Context: an optimization exercise on an open-source flow, tuned for small area and a short achievable clock period. The choices shown serve that exercise and are no tape-out recipe.
At most, simulation tests tie the RTL to the original design; equivalence was not proved.

==> run a: inputs <==
// Pipeline_1
module Pipeline_1(
input clk,rst,
input [7:0]a,b,c,d,
output [7:0]out
    );
==> flow/config.mk <==
export PLATFORM = sky130hd
export DESIGN_NAME = Pipeline_1
export DESIGN_NICKNAME = Pipeline_1
export VERILOG_FILES = /design/flow/design.v
export SDC_FILE = /design/flow/constraint.sdc
export NUM_CORES = 4
export LEC_CHECK = 0
export ABC_AREA = 1
export CAP_MARGIN = 20
export CORE_MARGIN = 2
export CORE_UTILIZATION = 60
export CTS_BUF_LIST = sky130_fd_sc_hd__clkbuf_8
export SLEW_MARGIN = 20
export SYNTH_HIERARCHICAL = 1
export SYNTH_MINIMUM_KEEP_SIZE = 0
==> flow/constraint.sdc <==
create_clock -name core_clock -period 36.0 [get_ports {clk}]
set_input_delay 7.2000 -clock core_clock [delete_from_list [all_inputs] [get_ports {clk}]]
set_output_delay 7.2000 -clock core_clock [all_outputs]
set_load 0.01 [all_outputs]
standard.sh (not shown) runs the stock make flow with config.mk's settings and CLKGATE_MAP_FILE= SYNTH_SCRIPT=/design/flow/synth_recipe.tcl, a recipe that flattens the netlist after the stock synthesis.
==> flow/flow/run.sh <==
#!/bin/bash
# Own flow: the standard layout (standard.sh, unchanged synthesis, floorplan,
# power grid, placement, CTS and routing), except that the port buffers that
# global placement inserts are plain sky130_fd_sc_hd__buf_2 cells instead of the
# default delay-cell buffers. make's full output goes to standard.log here; ORFS
# also keeps each step's own log under orfs/logs/.
set -euo pipefail
export BUFFER_PORTS_ARGS="-buffer_cell sky130_fd_sc_hd__buf_2"
export SETUP_SLACK_MARGIN=25
bash standard.sh > standard.log 2>&1
==> run b: changes against run a <==
--- a/flow/design.v
+++ b/flow/design.v
@@ -566,82 +566,82 @@
   wire r542 = r524 ^ (ge540 & (R2_d[1] ^ b532));
   wire r543 = r525 ^ (ge540 & (R2_d[2] ^ b533));
   wire r544 = r526 ^ (ge540 & (R2_d[3] ^ b534));
   wire r545 = r527 ^ (ge540 & (R2_d[4] ^ b535));
   wire r546 = r528 ^ (ge540 & (R2_d[5] ^ b536));
   wire r547 = r529 ^ (ge540 & (R2_d[6] ^ b537));
   wire r548 = r530 ^ (ge540 & (R2_d[7] ^ b538));
-  wire b549 = ~R2_p[1] & R2_d[0];
-  wire b550 = (r541 ^ R2_d[1]) ? ~r541 : b549;
-  wire b551 = (r542 ^ R2_d[2]) ? ~r542 : b550;
-  wire b552 = (r543 ^ R2_d[3]) ? ~r543 : b551;
-  wire b553 = (r544 ^ R2_d[4]) ? ~r544 : b552;
-  wire b554 = (r545 ^ R2_d[5]) ? ~r545 : b553;
-  wire b555 = (r546 ^ R2_d[6]) ? ~r546 : b554;
-  wire b556 = (r547 ^ R2_d[7]) ? ~r547 : b555;
-  wire ge557 = r548 | ~b556;
-  wire r558 = R2_p[1] ^ (ge557 & R2_d[0]);
-  wire r559 = r541 ^ (ge557 & (R2_d[1] ^ b549));
-  wire r560 = r542 ^ (ge557 & (R2_d[2] ^ b550));
-  wire r561 = r543 ^ (ge557 & (R2_d[3] ^ b551));
-  wire r562 = r544 ^ (ge557 & (R2_d[4] ^ b552));
-  wire r563 = r545 ^ (ge557 & (R2_d[5] ^ b553));
-  wire r564 = r546 ^ (ge557 & (R2_d[6] ^ b554));
-  wire r565 = r547 ^ (ge557 & (R2_d[7] ^ b555));
-  reg [0:0] R3_p;
+  reg [1:0] R3_p;
   reg [7:0] R3_r;
-  reg [6:0] R3_q;
+  reg [5:0] R3_q;
   reg [7:0] R3_d;
   reg R3_v;
   always @(posedge clk) begin
-    R3_p <= {R2_p[0]};
-    R3_r <= {r565, r564, r563, r562, r561, r560, r559, r558};
-    R3_q <= {ge455, ge472, ge489, ge506, ge523, ge540, ge557};
+    R3_p <= {R2_p[1], R2_p[0]};
+    R3_r <= {r548, r547, r546, r545, r544, r543, r542, r541};
+    R3_q <= {ge455, ge472, ge489, ge506, ge523, ge540};
     R3_d <= {R2_d[7], R2_d[6], R2_d[5], R2_d[4], R2_d[3], R2_d[2], R2_d[1], R2_d[0]};
     R3_v <= ~rst & R2_v;
   end
   wire [7:0] seg3_out;
   Pipeline_1_seg3 u_seg3 (
-    .p({R3_p[0]}),
+    .p({R3_p[1], R3_p[0]}),
     .r({R3_r[7], R3_r[6], R3_r[5], R3_r[4], R3_r[3], R3_r[2], R3_r[1], R3_r[0]}),
-    .q({R3_q[6], R3_q[5], R3_q[4], R3_q[3], R3_q[2], R3_q[1], R3_q[0]}),
+    .q({R3_q[5], R3_q[4], R3_q[3], R3_q[2], R3_q[1], R3_q[0]}),
     .d({R3_d[7], R3_d[6], R3_d[5], R3_d[4], R3_d[3], R3_d[2], R3_d[1], R3_d[0]}),
     .v({R3_v}),
     .o_out(seg3_out)
   );
   assign out = {seg3_out[7], seg3_out[6], seg3_out[5], seg3_out[4], seg3_out[3], seg3_out[2], seg3_out[1], seg3_out[0]};
 endmodule
 module Pipeline_1_seg3(
-  input [0:0] p,
+  input [1:0] p,
   input [7:0] r,
-  input [6:0] q,
+  input [5:0] q,
   input [7:0] d,
   input [0:0] v,
   output [7:0] o_out
 );
-  wire b1 = ~p[0] & d[0];
+  wire b1 = ~p[1] & d[0];
   wire b2 = (r[0] ^ d[1]) ? ~r[0] : b1;
   wire b3 = (r[1] ^ d[2]) ? ~r[1] : b2;
   wire b4 = (r[2] ^ d[3]) ? ~r[2] : b3;
   wire b5 = (r[3] ^ d[4]) ? ~r[3] : b4;
   wire b6 = (r[4] ^ d[5]) ? ~r[4] : b5;
   wire b7 = (r[5] ^ d[6]) ? ~r[5] : b6;
   wire b8 = (r[6] ^ d[7]) ? ~r[6] : b7;
   wire ge9 = r[7] | ~b8;
-  wire r10 = p[0] ^ (ge9 & d[0]);
+  wire r10 = p[1] ^ (ge9 & d[0]);
   wire r11 = r[0] ^ (ge9 & (d[1] ^ b1));
   wire r12 = r[1] ^ (ge9 & (d[2] ^ b2));
   wire r13 = r[2] ^ (ge9 & (d[3] ^ b3));
   wire r14 = r[3] ^ (ge9 & (d[4] ^ b4));
   wire r15 = r[4] ^ (ge9 & (d[5] ^ b5));
   wire r16 = r[5] ^ (ge9 & (d[6] ^ b6));
   wire r17 = r[6] ^ (ge9 & (d[7] ^ b7));
-  wire o18 = ge9 & v[0];
-  wire o19 = q[0] & v[0];
-  wire o20 = q[1] & v[0];
-  wire o21 = q[2] & v[0];
-  wire o22 = q[3] & v[0];
-  wire o23 = q[4] & v[0];
-  wire o24 = q[5] & v[0];
-  wire o25 = q[6] & v[0];
-  assign o_out = {o25, o24, o23, o22, o21, o20, o19, o18};
+  wire b18 = ~p[0] & d[0];
+  wire b19 = (r10 ^ d[1]) ? ~r10 : b18;
+  wire b20 = (r11 ^ d[2]) ? ~r11 : b19;
+  wire b21 = (r12 ^ d[3]) ? ~r12 : b20;
+  wire b22 = (r13 ^ d[4]) ? ~r13 : b21;
+  wire b23 = (r14 ^ d[5]) ? ~r14 : b22;
+  wire b24 = (r15 ^ d[6]) ? ~r15 : b23;
+  wire b25 = (r16 ^ d[7]) ? ~r16 : b24;
+  wire ge26 = r17 | ~b25;
+  wire r27 = p[0] ^ (ge26 & d[0]);
+  wire r28 = r10 ^ (ge26 & (d[1] ^ b18));
+  wire r29 = r11 ^ (ge26 & (d[2] ^ b19));
+  wire r30 = r12 ^ (ge26 & (d[3] ^ b20));
+  wire r31 = r13 ^ (ge26 & (d[4] ^ b21));
+  wire r32 = r14 ^ (ge26 & (d[5] ^ b22));
+  wire r33 = r15 ^ (ge26 & (d[6] ^ b23));
+  wire r34 = r16 ^ (ge26 & (d[7] ^ b24));
+  wire o35 = ge26 & v[0];
+  wire o36 = ge9 & v[0];
+  wire o37 = q[0] & v[0];
+  wire o38 = q[1] & v[0];
+  wire o39 = q[2] & v[0];
+  wire o40 = q[3] & v[0];
+  wire o41 = q[4] & v[0];
+  wire o42 = q[5] & v[0];
+  assign o_out = {o42, o41, o40, o39, o38, o37, o36, o35};
 endmodule
==> flow/flow/run.sh (replaced) <==
#!/bin/bash
# Own flow: the standard layout (standard.sh, run whole and unchanged:
# synthesis with the standard flow's synthesis script, floorplan, power grid, tap cells,
# placement, CTS and routing) with two settings passed through the environment:
#  - the port buffers that global placement inserts on every input and output
#    are sky130_fd_sc_hd__buf_2 cells instead of the default delay-cell buffers;
#  - timing repair (repair_timing in floorplan, CTS and global route) aims for a
#    setup slack of 25 ns at the design's 36 ns clock, so it sizes up the
#    slowest paths; the clock period and constraints are the design's.
# make's full output goes to standard.log here; ORFS also keeps each step's own
# log under orfs/logs/.
set -euo pipefail
export BUFFER_PORTS_ARGS="-buffer_cell sky130_fd_sc_hd__buf_2"
export SETUP_SLACK_MARGIN=25
bash standard.sh > standard.log 2>&1
==> run c: changes against run a <==
--- a/flow/design.v
+++ b/flow/design.v
@@ -566,82 +566,82 @@
   wire r542 = r524 ^ (ge540 & (R2_d[1] ^ b532));
   wire r543 = r525 ^ (ge540 & (R2_d[2] ^ b533));
   wire r544 = r526 ^ (ge540 & (R2_d[3] ^ b534));
   wire r545 = r527 ^ (ge540 & (R2_d[4] ^ b535));
   wire r546 = r528 ^ (ge540 & (R2_d[5] ^ b536));
   wire r547 = r529 ^ (ge540 & (R2_d[6] ^ b537));
   wire r548 = r530 ^ (ge540 & (R2_d[7] ^ b538));
-  wire b549 = ~R2_p[1] & R2_d[0];
-  wire b550 = (r541 ^ R2_d[1]) ? ~r541 : b549;
-  wire b551 = (r542 ^ R2_d[2]) ? ~r542 : b550;
-  wire b552 = (r543 ^ R2_d[3]) ? ~r543 : b551;
-  wire b553 = (r544 ^ R2_d[4]) ? ~r544 : b552;
-  wire b554 = (r545 ^ R2_d[5]) ? ~r545 : b553;
-  wire b555 = (r546 ^ R2_d[6]) ? ~r546 : b554;
-  wire b556 = (r547 ^ R2_d[7]) ? ~r547 : b555;
-  wire ge557 = r548 | ~b556;
-  wire r558 = R2_p[1] ^ (ge557 & R2_d[0]);
-  wire r559 = r541 ^ (ge557 & (R2_d[1] ^ b549));
-  wire r560 = r542 ^ (ge557 & (R2_d[2] ^ b550));
-  wire r561 = r543 ^ (ge557 & (R2_d[3] ^ b551));
-  wire r562 = r544 ^ (ge557 & (R2_d[4] ^ b552));
-  wire r563 = r545 ^ (ge557 & (R2_d[5] ^ b553));
-  wire r564 = r546 ^ (ge557 & (R2_d[6] ^ b554));
-  wire r565 = r547 ^ (ge557 & (R2_d[7] ^ b555));
-  reg [0:0] R3_p;
+  reg [1:0] R3_p;
   reg [7:0] R3_r;
-  reg [6:0] R3_q;
+  reg [5:0] R3_q;
   reg [7:0] R3_d;
   reg R3_v;
   always @(posedge clk) begin
-    R3_p <= {R2_p[0]};
-    R3_r <= {r565, r564, r563, r562, r561, r560, r559, r558};
-    R3_q <= {ge455, ge472, ge489, ge506, ge523, ge540, ge557};
+    R3_p <= {R2_p[1], R2_p[0]};
+    R3_r <= {r548, r547, r546, r545, r544, r543, r542, r541};
+    R3_q <= {ge455, ge472, ge489, ge506, ge523, ge540};
     R3_d <= {R2_d[7], R2_d[6], R2_d[5], R2_d[4], R2_d[3], R2_d[2], R2_d[1], R2_d[0]};
     R3_v <= ~rst & R2_v;
   end
   wire [7:0] seg3_out;
   Pipeline_1_seg3 u_seg3 (
-    .p({R3_p[0]}),
+    .p({R3_p[1], R3_p[0]}),
     .r({R3_r[7], R3_r[6], R3_r[5], R3_r[4], R3_r[3], R3_r[2], R3_r[1], R3_r[0]}),
-    .q({R3_q[6], R3_q[5], R3_q[4], R3_q[3], R3_q[2], R3_q[1], R3_q[0]}),
+    .q({R3_q[5], R3_q[4], R3_q[3], R3_q[2], R3_q[1], R3_q[0]}),
     .d({R3_d[7], R3_d[6], R3_d[5], R3_d[4], R3_d[3], R3_d[2], R3_d[1], R3_d[0]}),
     .v({R3_v}),
     .o_out(seg3_out)
   );
   assign out = {seg3_out[7], seg3_out[6], seg3_out[5], seg3_out[4], seg3_out[3], seg3_out[2], seg3_out[1], seg3_out[0]};
 endmodule
 module Pipeline_1_seg3(
-  input [0:0] p,
+  input [1:0] p,
   input [7:0] r,
-  input [6:0] q,
+  input [5:0] q,
   input [7:0] d,
   input [0:0] v,
   output [7:0] o_out
 );
-  wire b1 = ~p[0] & d[0];
+  wire b1 = ~p[1] & d[0];
   wire b2 = (r[0] ^ d[1]) ? ~r[0] : b1;
   wire b3 = (r[1] ^ d[2]) ? ~r[1] : b2;
   wire b4 = (r[2] ^ d[3]) ? ~r[2] : b3;
   wire b5 = (r[3] ^ d[4]) ? ~r[3] : b4;
   wire b6 = (r[4] ^ d[5]) ? ~r[4] : b5;
   wire b7 = (r[5] ^ d[6]) ? ~r[5] : b6;
   wire b8 = (r[6] ^ d[7]) ? ~r[6] : b7;
   wire ge9 = r[7] | ~b8;
-  wire r10 = p[0] ^ (ge9 & d[0]);
+  wire r10 = p[1] ^ (ge9 & d[0]);
   wire r11 = r[0] ^ (ge9 & (d[1] ^ b1));
   wire r12 = r[1] ^ (ge9 & (d[2] ^ b2));
   wire r13 = r[2] ^ (ge9 & (d[3] ^ b3));
   wire r14 = r[3] ^ (ge9 & (d[4] ^ b4));
   wire r15 = r[4] ^ (ge9 & (d[5] ^ b5));
   wire r16 = r[5] ^ (ge9 & (d[6] ^ b6));
   wire r17 = r[6] ^ (ge9 & (d[7] ^ b7));
-  wire o18 = ge9 & v[0];
-  wire o19 = q[0] & v[0];
-  wire o20 = q[1] & v[0];
-  wire o21 = q[2] & v[0];
-  wire o22 = q[3] & v[0];
-  wire o23 = q[4] & v[0];
-  wire o24 = q[5] & v[0];
-  wire o25 = q[6] & v[0];
-  assign o_out = {o25, o24, o23, o22, o21, o20, o19, o18};
+  wire b18 = ~p[0] & d[0];
+  wire b19 = (r10 ^ d[1]) ? ~r10 : b18;
+  wire b20 = (r11 ^ d[2]) ? ~r11 : b19;
+  wire b21 = (r12 ^ d[3]) ? ~r12 : b20;
+  wire b22 = (r13 ^ d[4]) ? ~r13 : b21;
+  wire b23 = (r14 ^ d[5]) ? ~r14 : b22;
+  wire b24 = (r15 ^ d[6]) ? ~r15 : b23;
+  wire b25 = (r16 ^ d[7]) ? ~r16 : b24;
+  wire ge26 = r17 | ~b25;
+  wire r27 = p[0] ^ (ge26 & d[0]);
+  wire r28 = r10 ^ (ge26 & (d[1] ^ b18));
+  wire r29 = r11 ^ (ge26 & (d[2] ^ b19));
+  wire r30 = r12 ^ (ge26 & (d[3] ^ b20));
+  wire r31 = r13 ^ (ge26 & (d[4] ^ b21));
+  wire r32 = r14 ^ (ge26 & (d[5] ^ b22));
+  wire r33 = r15 ^ (ge26 & (d[6] ^ b23));
+  wire r34 = r16 ^ (ge26 & (d[7] ^ b24));
+  wire o35 = ge26 & v[0];
+  wire o36 = ge9 & v[0];
+  wire o37 = q[0] & v[0];
+  wire o38 = q[1] & v[0];
+  wire o39 = q[2] & v[0];
+  wire o40 = q[3] & v[0];
+  wire o41 = q[4] & v[0];
+  wire o42 = q[5] & v[0];
+  assign o_out = {o42, o41, o40, o39, o38, o37, o36, o35};
 endmodule
==> flow/flow/run.sh (replaced) <==
#!/bin/bash
# Own flow: the standard layout (standard.sh, unchanged synthesis, floorplan,
# power grid, placement, CTS and routing), except that the port buffers that
# global placement inserts are plain sky130_fd_sc_hd__buf_2 cells instead of the
# default delay-cell buffers. make's full output goes to standard.log here; ORFS
# also keeps each step's own log under orfs/logs/.
set -euo pipefail
export BUFFER_PORTS_ARGS="-buffer_cell sky130_fd_sc_hd__buf_2"
export SETUP_SLACK_MARGIN=25.5
bash standard.sh > standard.log 2>&1
==> flow/config.mk (replaced) <==
export PLATFORM = sky130hd
export DESIGN_NAME = Pipeline_1
export DESIGN_NICKNAME = Pipeline_1
export VERILOG_FILES = /design/flow/design.v
export SDC_FILE = /design/flow/constraint.sdc
export NUM_CORES = 4
export LEC_CHECK = 0
export ABC_AREA = 1
export CAP_MARGIN = 20
export CORE_MARGIN = 2
export CORE_UTILIZATION = 75
export CTS_BUF_LIST = sky130_fd_sc_hd__clkbuf_8
export PLACE_DENSITY = 0.85
export SLEW_MARGIN = 20
export SYNTH_HIERARCHICAL = 1
export SYNTH_MINIMUM_KEEP_SIZE = 0
==> results.json <==
{
  "run_status": "finished clean",
  "clock.fmax_mhz": 102,
  "cp_max_fo": 12,
  "syn_nets": 1363
}
# the run above: run b

==> results.json <==
{
  "clock.fmax_mhz": 99.3,
  "synth-seq-cells": 75,
  "cp_max_fo": 9,
  "syn_nets": 1344,
  "run_status": "finished clean"
}
# the run above: run a

==> results.json <==
{
  "drive_above_1_share_pct": 19.7,
  "n_tap_cell": 140,
  "clock.fmax_mhz": 97.1,
  "syn_nets": 1363,
  "cp_max_fo": 12,
  "fillCellCount": 657,
  "run_status": "finished clean"
}
# the run above: run c

No functional check of the RTL was part of run a.

==> what the ideal ports hide <==
Ports are ideal in the flow. The routed layouts listed here were re-timed in OpenROAD. Step 1, drivers: a clkbuf_16 drives clk and a buf_2 each remaining input, both assumed. Step 2, shift: input delay + t, output delay - t, t = (earliest + latest rising clock arrival at the registers) / 2. This alone moves slack from input paths to output paths. Three values: ideal ports, drivers, drivers and shift; two values: the first two.
run | t (ns) | setup WS [ns] | worst hold slack (ns) | worst setup path at the end | worst slew at a driven data input, ns
run a | 0.408 | 25.929 / 25.929 / 25.929 | 0.331 / 0.331 / 0.331 | register to register | 0.04
run b | 0.395 | 26.170 / 26.135 / 26.352 | 0.330 / 0.330 / 0.330 | register to register | 0.03
run c | 0.409 | 25.701 / 25.701 / 25.701 | 0.331 / 0.331 / 0.331 | register to register | 0.04
After both steps every run listed still meets setup and hold.
